This is an optimization exercise on Yosys and OpenROAD, whose aim is small area and a short achievable clock period, not a production implementation.
Power and IR drop assume default switching activity.

tundra:
==> flow/design.v (excerpt) <==
module FSA(clk, rst, Multiplicand, Multiplier, Result);
  input clk, rst;
  input [11:0] Multiplicand;
  input [11:0] Multiplier;
  output reg [23:0] Result;
  wire pp1;
  wire pp2;
  wire pp3;
  wire pp4;
  wire pp5;
  wire pp6;
  wire pp7;
  wire pp8;
  wire pp9;
  wire pp10;
  wire pp11;
  wire pp12;
  wire pp13;
  wire pp14;
  wire pp15;
  wire pp16;
  wire pp17;
  wire pp18;
  wire pp19;
  wire pp20;
  wire pp21;
  wire pp22;
  wire pp23;
  wire pp24;
  wire pp25;
  wire pp26;
  wire pp27;
  wire pp28;
  wire pp29;
  wire pp30;
  wire pp31;
  wire pp32;
  wire pp33;
  wire pp34;
  wire pp35;
  wire pp36;
  wire pp37;
  wire pp38;
  wire pp39;
  wire pp40;
  wire pp41;
  wire pp42;
  wire pp43;
  wire pp44;
  wire pp45;
  wire pp46;
  wire pp47;
  wire pp48;
  wire pp49;
  wire pp50;
  wire pp51;
  wire pp52;
  wire pp53;
  wire pp54;
  wire pp55;
  wire pp56;
  wire pp57;
  wire pp58;
  wire pp59;
  wire pp60;
  wire pp61;
  wire pp62;
  wire pp63;
  wire pp64;
  wire pp65;
  wire pp66;
  wire pp67;
  wire pp68;
  wire pp69;
  wire pp70;
  wire pp71;
  wire pp72;
  wire pp73;
  wire pp74;
  wire pp75;
  wire pp76;
  wire pp77;
  wire pp78;
  wire pp79;
  wire pp80;
  wire pp81;
  wire pp82;
  wire pp83;
  wire pp84;
  wire pp85;
  wire pp86;
  wire pp87;
  wire pp88;
  wire pp89;
  wire pp90;
  wire pp91;
  wire pp92;
  wire pp93;
  wire pp94;
  wire pp95;
  wire pp96;
  wire pp97;
  wire pp98;
  wire pp99;
  wire pp100;
  wire pp101;
  wire pp102;
  wire pp103;
  wire pp104;
  wire pp105;
  wire pp106;
  wire pp107;
  wire pp108;
  wire pp109;
  wire pp110;
  wire pp111;
  wire pp112;
  wire pp113;
  wire pp114;
  wire pp115;
  wire pp116;
  wire pp117;
  wire pp118;
  wire pp119;
  wire pp120;
  wire pp121;
  ...
Size in the first run: about 24 flip-flops, about 50 I/O pins, about 4600 sq um of cells after synthesis.
clock: 10.0 ns
lec_check: 0
cap_margin: 20
core_margin: 2
core_utilization: 40
slew_margin: 20
synth_hierarchical: 1
run.sh (not shown) runs the stock make flow with config.mk's settings and CLKGATE_MAP_FILE= SYNTH_SCRIPT=/design/flow/synth_recipe.tcl, a recipe that flattens the netlist after the stock synthesis.
--- input diff tundra..onyx ---
# tundra
export LEC_CHECK = 0
export CAP_MARGIN = 20
export CORE_MARGIN = 2
export CORE_UTILIZATION = 40
export SLEW_MARGIN = 20
export SYNTH_HIERARCHICAL = 1
create_clock -name core_clock -period 10.0 [get_ports {clk}]
# onyx
export LEC_CHECK = 0
export CAP_MARGIN = 20
export CORE_MARGIN = 2
export CORE_UTILIZATION = 40
export SETUP_SLACK_MARGIN = 4.5
export SLEW_MARGIN = 20
export SYNTH_HIERARCHICAL = 1
create_clock -name core_clock -period 10.0 [get_ports {clk}]
### Flow results
Diff tundra and onyx: worst hold slack lower in onyx
tundra finished every step from synthesis to the final layout, and the layout passed the timing, DRC and antenna checks.
onyx completed; timing, DRC and antenna clean
Global router's overall resource usage was lower in tundra than in onyx.
Between tundra and onyx, number of gates resized after cts increased.
Setup slack after placement (onyx over tundra): increase, 0.17 ns
Delta (onyx minus tundra): final area picked up an extra 620 sq um; sequential share of layout area lost 0.96 points; total power picked up an extra about 44%; worst-case setup margin in the final layout picked up an extra 0.96 ns.
Routed wire length, tundra and onyx, higher one = onyx.
No run of this note included a check of the RTL's function; only the layout flow was run.

---

Setup of job 101:
FSA, a different RTL version from the one above (not shown whole).
Size in the first run: roughly 470 cells after synthesis, ~24 flip-flops, roughly 50 I/O pins, roughly 0.0043 sq mm of cells after synthesis.
clock: 10.0 ns
lec_check: 0
cap_margin: 20
core_margin: 2
core_utilization: 40
setup_slack_margin: 3
slew_margin: 20
synth_hierarchical: 1
Job 101 ended with every stage complete and zero timing, DRC or antenna violations.
--- input diff job 101..job 102 ---
==> flow/flow/run.sh (new file) <==
#!/bin/bash
# Own layout flow: the standard layout (standard.sh), except that the
# port buffers are small buffers instead of the resizer's default choice.
# Each tool's output goes to a log of its own here (make.log holds the ORFS
# make run, with its per-step logs under orfs/logs).
set -euo pipefail
BUF=${PORT_BUF:-sky130_fd_sc_hd__buf_1}
bash standard.sh "BUFFER_PORTS_ARGS=-buffer_cell $BUF" finish > make.log 2>&1
==> flow/standard.sh (new file) <==
#!/bin/bash
# synth_recipe.tcl (not shown) runs the flow's synth.tcl, then flattens the netlist and writes it again
# the make line also repeats each setting of config.mk as NAME=value (left out here)
make -C /OpenROAD-flow-scripts/flow DESIGN_CONFIG=/design/flow/config.mk WORK_HOME=/design/flow/orfs CLKGATE_MAP_FILE= SYNTH_SCRIPT=/design/flow/synth_recipe.tcl "${@:-finish}"
removed: flow/run.sh
## What came out
- The setup slack of job 102 falls short of that of job 101 by 110 ps.
- Compared with job 101, job 102 shows weighted congestion reported at the end of routability-driven placement that has gone up by a few percent.
- On number of nets still failing antenna checks after routing, job 101 tracks job 102 almost exactly.
- [job 102] shortest period the worst path allows rose 110 ps relative to job 101
No functional check of the RTL was part of any run of this note.

-- port drivers added, routing unchanged --
The flow's constraints put no driver on any port. The routed layouts listed below were extracted and timed again, unchanged, in two steps.
Step 1 assumes that a clkbuf_16 drives the clock port and a buf_2 every other input.
Step 2 adds t to the input delays and takes it off the output delays; t is the mean of the earliest and latest rising clock arrival at the registers after step 1. Input paths then give back, and output paths get back, about the clock's delay inside the block.
Three values: ideal ports, drivers, drivers and shift; two values: the first two.
| run | shift t [ns] | slack for setup (ns) | worst setup path at the end | pins driven straight from the clock port |
|---|---|---|---|---|
| tundra | 0.284 | 2.909 / 2.914 / 2.630 | input to register | 1 |
| onyx | 0.282 | 3.866 / 3.834 / 3.551 | input to register | 1 |
| job 101 | 0.290 | 3.438 / 3.447 / 3.156 | input to register | 1 |
| job 102 | 0.284 | 3.333 / 3.335 / 3.051 | input to register | 1 |
After both steps every run listed still meets setup and hold. For onyx, which loses most, drivers alone change the setup slack by -0.032 ns; drivers and shift together by -0.315 ns.
